Context: an optimization exercise on an open-source flow, tuned for small area. The choices shown serve that exercise and are no tape-out recipe.
In this exercise RTL edits were held to simulation tests only and were not proved equivalent to the original.
The flow treats the clock pin as an ideal source, which a real chip does not have.
Power is estimated from default activity; no workload was simulated.

== the reference run ==
## SMPTE274
module SMPTE274(
  input           i_CLK_74m25,
  input           i_RST_N,
  input           i_EN,
  input  [ 9 : 0] i_data_Y,
  input  [ 9 : 0] i_data_C,
  output [11 : 0] PIX_CNT_o,
  output [10 : 0] LINE_CNT_o,
  output          VSYNC_o,
  output          HSYNC_o,
  output          DATA_RQ_o,
  output [ 9 : 0] Y_data_o,
  output [ 9 : 0] C_data_o
  );
export LEC_CHECK = 0
export CAP_MARGIN = 20
export CORE_MARGIN = 2
export CORE_UTILIZATION = 75
export PLACE_DENSITY = 0.85
export SLEW_MARGIN = 20
create_clock -name core_clock -period 13.4 [get_ports {i_CLK_74m25}]
standard.sh (not shown) runs the stock make flow with config.mk's settings and CLKGATE_MAP_FILE= SYNTH_SCRIPT=/design/flow/synth_recipe.tcl, a recipe that flattens the netlist after the stock synthesis.
==> flow/flow/run.sh <==
#!/bin/bash
# Own layout flow: the standard flow (standard.sh) with
#  - an area-oriented ABC script for the combinational mapping (the registers
#    come from the same synthesis steps as before, untouched by ABC),
#  - the smallest buffer for the port buffers,
#  - no half-adder extraction before ABC (ADDER_MAP_FILE empty), so ABC maps
#    the counters with the rest of the logic,
#  - a clock tree built by hand before CTS (flow/clock_tree.tcl: the registers
#    in six groups by location, a clkbuf_8 for each group, one root buffer);
#    TritonCTS then finds the clock already buffered and leaves it as it is.
# Each tool's log stays where ORFS writes it (orfs/logs/...); make's output is in flow.log.
set -euo pipefail
W=$PWD
cat > "$W/flow_synth.tcl" <<TCL
proc abc {args} {
  set i [lsearch -exact \$args -script]
  if {\$i >= 0} { lset args [expr {\$i+1}] {$W/flow/area.abc} }
  yosys abc {*}\$args
}
source {$W/synth_recipe.tcl}
TCL
sed -e "s#SYNTH_SCRIPT=[^ ]*#SYNTH_SCRIPT=$W/flow_synth.tcl#" standard.sh > flow_standard.sh
grep -q "SYNTH_SCRIPT=$W/flow_synth.tcl" flow_standard.sh
export ADDER_MAP_FILE=
export BUFFER_PORTS_ARGS="-buffer_cell sky130_fd_sc_hd__buf_1"
if [[ -s flow/clock_tree.tcl ]]; then export PRE_CTS_TCL="$W/flow/clock_tree.tcl"; fi
bash flow_standard.sh "$@" > "$W/flow.log" 2>&1
Other scripts of this flow, unchanged in this note and not shown: flow/flow/area.abc, flow/flow/clock_tree.tcl
The reference run: flow completed, timing, DRC and antenna clean
The inputs of the trial run differ from those of the reference run as listed below.
diff --git a/flow/flow/run.sh b/flow/flow/run.sh
--- a/flow/flow/run.sh
+++ b/flow/flow/run.sh
@@ -5,7 +5,3 @@
 #  - the smallest buffer for the port buffers,
-#  - no half-adder extraction before ABC (ADDER_MAP_FILE empty), so ABC maps
-#    the counters with the rest of the logic,
-#  - a clock tree built by hand before CTS (flow/clock_tree.tcl: the registers
-#    in six groups by location, a clkbuf_8 for each group, one root buffer);
-#    TritonCTS then finds the clock already buffered and leaves it as it is.
+#  - a clock tree of few buffers (flow/cts_args).
 # Each tool's log stays where ORFS writes it (orfs/logs/...); make's output is in flow.log.
@@ -23,4 +19,4 @@
 grep -q "SYNTH_SCRIPT=$W/flow_synth.tcl" flow_standard.sh
-export ADDER_MAP_FILE=
 export BUFFER_PORTS_ARGS="-buffer_cell sky130_fd_sc_hd__buf_1"
+if [[ -s flow/cts_args ]]; then export CTS_ARGS="$(cat flow/cts_args)"; fi
 if [[ -s flow/clock_tree.tcl ]]; then export PRE_CTS_TCL="$W/flow/clock_tree.tcl"; fi
==> flow/flow/cts_args (new file) <==
-sink_clustering_enable -repair_clock_nets -dont_use_dummy_load
==> run summary <==
Routed wire length delta (the trial run − the reference run): unfavourable
Power in the trial run vs the reference run: down 0.88%
[compare] base=the reference run new=the trial run: critical path depth rose 2, horizontal die dimension now sits at about the same level, clock group share of total power essentially unchanged.
Of the reference run and the trial run, the run reporting the higher area of the multi-input gates was the trial run.
Diff the reference run -> the trial run: average routed wire per standard cell went up 6.2%, synthesized cell count went down 18, HPWL reported at the end of detailed placement went up 97 um, number of well taps held.
The trial run vs the reference run, destination of the critical timing path: DATA_RQ_o vs HSYNC_o

========
The RTL this note starts from:
==> flow/design.v <==
`timescale 1ns / 1ps
module crcSMPTE (
	input [17:0] crcIn,
	input [9:0] data,
	input mask,
	output [17:0] crcOut
);
	wire [9:0] t = (crcIn[9:0] ^ data) & ~{10{mask}};
	assign crcOut[0]  = crcIn[10];
	assign crcOut[1]  = crcIn[11];
	assign crcOut[2]  = crcIn[12];
	assign crcOut[3]  = t[0] ^ crcIn[13];
	assign crcOut[4]  = t[0] ^ t[1] ^ crcIn[14];
	assign crcOut[5]  = t[1] ^ t[2] ^ crcIn[15];
	assign crcOut[6]  = t[2] ^ t[3] ^ crcIn[16];
	assign crcOut[7]  = t[3] ^ t[4] ^ crcIn[17];
	assign crcOut[8]  = t[0] ^ t[4] ^ t[5];
	assign crcOut[9]  = t[1] ^ t[5] ^ t[6];
	assign crcOut[10] = t[2] ^ t[6] ^ t[7];
	assign crcOut[11] = t[3] ^ t[7] ^ t[8];
	assign crcOut[12] = t[4] ^ t[8] ^ t[9];
	assign crcOut[13] = t[5] ^ t[9];
	assign crcOut[14] = t[6];
	assign crcOut[15] = t[7];
	assign crcOut[16] = t[8];
	assign crcOut[17] = t[9];
endmodule
`timescale 1ns / 100ps
module SMPTE274(
  input           i_CLK_74m25,
  input           i_RST_N,
  input           i_EN,
  input  [ 9 : 0] i_data_Y,
  input  [ 9 : 0] i_data_C,
  output [11 : 0] PIX_CNT_o,
  output [10 : 0] LINE_CNT_o,
  output          VSYNC_o,
  output          HSYNC_o,
  output          DATA_RQ_o,
  output [ 9 : 0] Y_data_o,
  output [ 9 : 0] C_data_o
  );
reg  [11 : 0] pix_cnt;
reg  [10 : 0] line_cnt;
reg           running;       
reg           frame;         
reg           V;
reg           vsync;
reg  [ 9 : 0] pdata_Y, pdata_C;
reg  [17 : 0] crc_Y, crc_C;
wire [11 : 0] p = pix_cnt;
wire [10 : 0] l = line_cnt;
wire [12 : 0] pc;
assign pc[0] = running;
genvar i;
generate for (i = 0; i < 12; i = i + 1) begin : g_pc
  assign pc[i+1] = pc[i] & p[i];
end endgenerate
wire pix_end = pc[3] & p[4] & p[7] & p[11];                
wire [11 : 0] pix_sum = p ^ pc[11:0];
wire [11 : 0] pix_clr = {pix_end, 3'b000, pix_end, 2'b00, pix_end, pix_end, 3'b000};
always @(negedge i_CLK_74m25 or negedge i_RST_N)
  if (!i_RST_N)
    pix_cnt <= 0;
  else
    pix_cnt <= pix_sum & ~pix_clr;
wire [11 : 0] lc;
assign lc[0] = 1'b1;
generate for (i = 0; i < 11; i = i + 1) begin : g_lc
  assign lc[i+1] = lc[i] & l[i];
end endgenerate
wire [10 : 0] line_inc = l ^ lc[10:0];      
wire line_end  = l[10] & l[6] & l[5] & l[2] & l[0];        
wire [10 : 0] line_clr = {line_end, 3'b000, line_end, line_end, 2'b00, line_end, 1'b0, line_end};
always @(posedge i_CLK_74m25 or negedge i_RST_N)
  if (!i_RST_N)
    line_cnt <= 0;
  else if (pix_end)
    line_cnt <= line_inc;
  else
    line_cnt <= l & ~line_clr;
wire hi      = p[11];                         
wire top     = &p[10:7];                      
wire sav     = hi & p[7] & p[4] & p[2];       
wire q_lo    = ~|p[6:3];                      
wire eav     = ~hi & top & q_lo & ~p[2];      
wire lncrc   = ~hi & top & q_lo &  p[2];      
wire trs     = eav | sav;                     
wire data    = ~hi & ~top;                    
wire blank   = ~data & ~trs & ~lncrc;         
wire s_3ff   = trs & ~p[1] & ~p[0];
wire s_xyz   = trs &  p[1] &  p[0];
wire x_eav   = s_xyz & ~hi;                   
wire s_ln0   = lncrc & ~p[1] & ~p[0];
wire s_ln1   = lncrc & ~p[1] &  p[0];
wire s_crc0  = lncrc &  p[1] & ~p[0];
wire s_crc1  = lncrc &  p[1] &  p[0];
wire line_41   = l[5] & l[3] & l[0];
wire line_1121 = l[10] & l[6] & l[5] & l[0];
always @(posedge i_CLK_74m25 or negedge i_RST_N)
  if (!i_RST_N) begin
    running      <= 1'b0;
    frame        <= 1'b0;
    V            <= 1'b0;
    vsync        <= 1'b0;
  end else begin
    running      <= running | i_EN;
    frame        <= line_41 | (frame & ~line_1121);
    V            <= ~frame;       
    vsync        <= V;
  end
wire crc_clr = ~|p[10:0];
assign DATA_RQ_o = data & ~crc_clr & ~V;
assign HSYNC_o = hi | (top & |p[6:0]);        
wire crc_m = pix_end | crc_clr;
wire [17:0] crcOut_Y, crcOut_C;
wire [17:0] crcv_Y = {crc_Y[17:13], ~crc_Y[12:10], crc_Y[9:0]};
wire [17:0] crcv_C = {crc_C[17:13], ~crc_C[12:10], crc_C[9:0]};
crcSMPTE CRC_Y (.crcIn(crcv_Y), .data(pdata_Y), .mask(crc_m), .crcOut(crcOut_Y));
crcSMPTE CRC_C (.crcIn(crcv_C), .data(pdata_C), .mask(crc_m), .crcOut(crcOut_C));
always @(posedge i_CLK_74m25) begin
  crc_Y <= {crcOut_Y[17:13], ~crcOut_Y[12:10], crcOut_Y[9:8], crcOut_Y[7:0] & ~{8{crc_clr}}};
  crc_C <= {crcOut_C[17:13], ~crcOut_C[12:10], crcOut_C[9:8], crcOut_C[7:0] & ~{8{crc_clr}}};
end
wire vh = x_eav ^ (s_xyz & V);                
wire xv = s_xyz & V;
wire [9:0] cw;
assign cw[0] = s_3ff;
assign cw[1] = s_3ff;
assign cw[2] = s_3ff | vh    | s_ln0 & line_inc[0] | s_ln1 & line_inc[7];
assign cw[3] = s_3ff | xv    | s_ln0 & line_inc[1] | s_ln1 & line_inc[8];
assign cw[4] = s_3ff | x_eav | s_ln0 & line_inc[2] | s_ln1 & line_inc[9];
assign cw[5] = s_3ff | vh    | s_ln0 & line_inc[3] | s_ln1 & line_inc[10];
assign cw[6] = s_3ff | x_eav | s_ln0 & line_inc[4];
assign cw[7] = s_3ff | xv    | s_ln0 & line_inc[5];
assign cw[8] = s_3ff |         s_ln0 & line_inc[6];
assign cw[9] = s_3ff | s_xyz | s_ln0 & ~line_inc[6] | s_ln1;
wire [9:0] crc0_Y = {~crcOut_Y[8], crcOut_Y[8:0]};
wire [9:0] crc0_C = {~crcOut_C[8], crcOut_C[8:0]};
wire [9:0] crc1_Y = {~crcv_Y[17], crcv_Y[17:9]};
wire [9:0] crc1_C = {~crcv_C[17], crcv_C[17:9]};
wire [9:0] w_Y = {10{data}} & i_data_Y | {10{s_crc0}} & crc0_Y | {10{s_crc1}} & crc1_Y
               | cw | {3'b000, blank, 6'b000000};                   
wire [9:0] w_C = {10{data}} & i_data_C | {10{s_crc0}} & crc0_C | {10{s_crc1}} & crc1_C
               | cw | {blank, 9'b000000000};                        
always @(posedge i_CLK_74m25 or negedge i_RST_N)
  if (!i_RST_N) begin
    pdata_Y <= 0;
    pdata_C <= 0;
  end else begin
    pdata_Y <= w_Y;
    pdata_C <= w_C;
  end
assign PIX_CNT_o  = pix_cnt;
assign LINE_CNT_o = line_cnt;
assign Y_data_o   = pdata_Y;
assign C_data_o   = pdata_C;
assign VSYNC_o    = vsync;
endmodule
export LEC_CHECK = 0
export CAP_MARGIN = 10
export CORE_MARGIN = 2
export CORE_UTILIZATION = 75
export GPL_TIMING_DRIVEN = 0
export PLACE_DENSITY = 0.85
export SLEW_MARGIN = 10
create_clock -name core_clock -period 13.4 [get_ports {i_CLK_74m25}]
==> flow/flow/run.sh <==
#!/bin/bash
# Own layout flow: the standard flow (standard.sh) with
#  - an area-oriented ABC script for the combinational mapping (the registers
#    come from the same synthesis steps as before, untouched by ABC),
#  - the smallest buffer for the port buffers,
#  - no half-adder extraction before ABC (ADDER_MAP_FILE empty), so ABC maps
#    the counters with the rest of the logic,
#  - a clock tree built by hand before CTS (flow/clock_tree.tcl: the registers
#    in six groups by location, a clkbuf_8 for each group, one root buffer);
#    TritonCTS then finds the clock already buffered and leaves it as it is.
# Each tool's log stays where ORFS writes it (orfs/logs/...); make's output is in flow.log.
set -euo pipefail
W=$PWD
cat > "$W/flow_synth.tcl" <<TCL
proc abc {args} {
  set i [lsearch -exact \$args -script]
  if {\$i >= 0} { lset args [expr {\$i+1}] {$W/flow/area.abc} }
  yosys abc {*}\$args
}
source {$W/synth_recipe.tcl}
TCL
sed -e "s#SYNTH_SCRIPT=[^ ]*#SYNTH_SCRIPT=$W/flow_synth.tcl#" standard.sh > flow_standard.sh
grep -q "SYNTH_SCRIPT=$W/flow_synth.tcl" flow_standard.sh
export ADDER_MAP_FILE=
export BUFFER_PORTS_ARGS="-buffer_cell sky130_fd_sc_hd__buf_1"
if [[ -s flow/clock_tree.tcl ]]; then export PRE_CTS_TCL="$W/flow/clock_tree.tcl"; fi
bash flow_standard.sh "$@" > "$W/flow.log" 2>&1
Other scripts of this flow, unchanged in this note and not shown: flow/flow/area.abc, flow/flow/clock_tree.tcl
The first run ran to the end with no violations.
Next try:
CAP_MARGIN = 20   (was 10)
CORE_UTILIZATION = 85   (was 75)
GPL_TIMING_DRIVEN = unset   (was 0)
PLACE_DENSITY = 0.92   (was 0.85)
SLEW_MARGIN = 20   (was 10)
Outcome: With this change the flow aborted during global placement (3_3_place_gp), error GPL-0301; area after synthesis does not change; synthesized cell count is unchanged.
Next try:
CORE_UTILIZATION = 75   (was 85)
GPL_TIMING_DRIVEN = 0   (was unset)
PLACE_DENSITY = 0.85   (was 0.92)
Outcome: The changed run finished clean. Area after synthesis does not change. Synthesized cell count stays the same.
Next try:
GPL_TIMING_DRIVEN = unset   (was 0)
What happened: Final area hardly moves; sequential power barely changes; setup slack gets worse by 0.0061 ns; hold slack stays flat; routed wire length increases by about 0.65%; clock power stays flat; core utilization went down by 0.17 points; die area is unchanged; flip-flop and latch count does not change; synthesized cell count does not change; sequential share of layout area hardly moves.
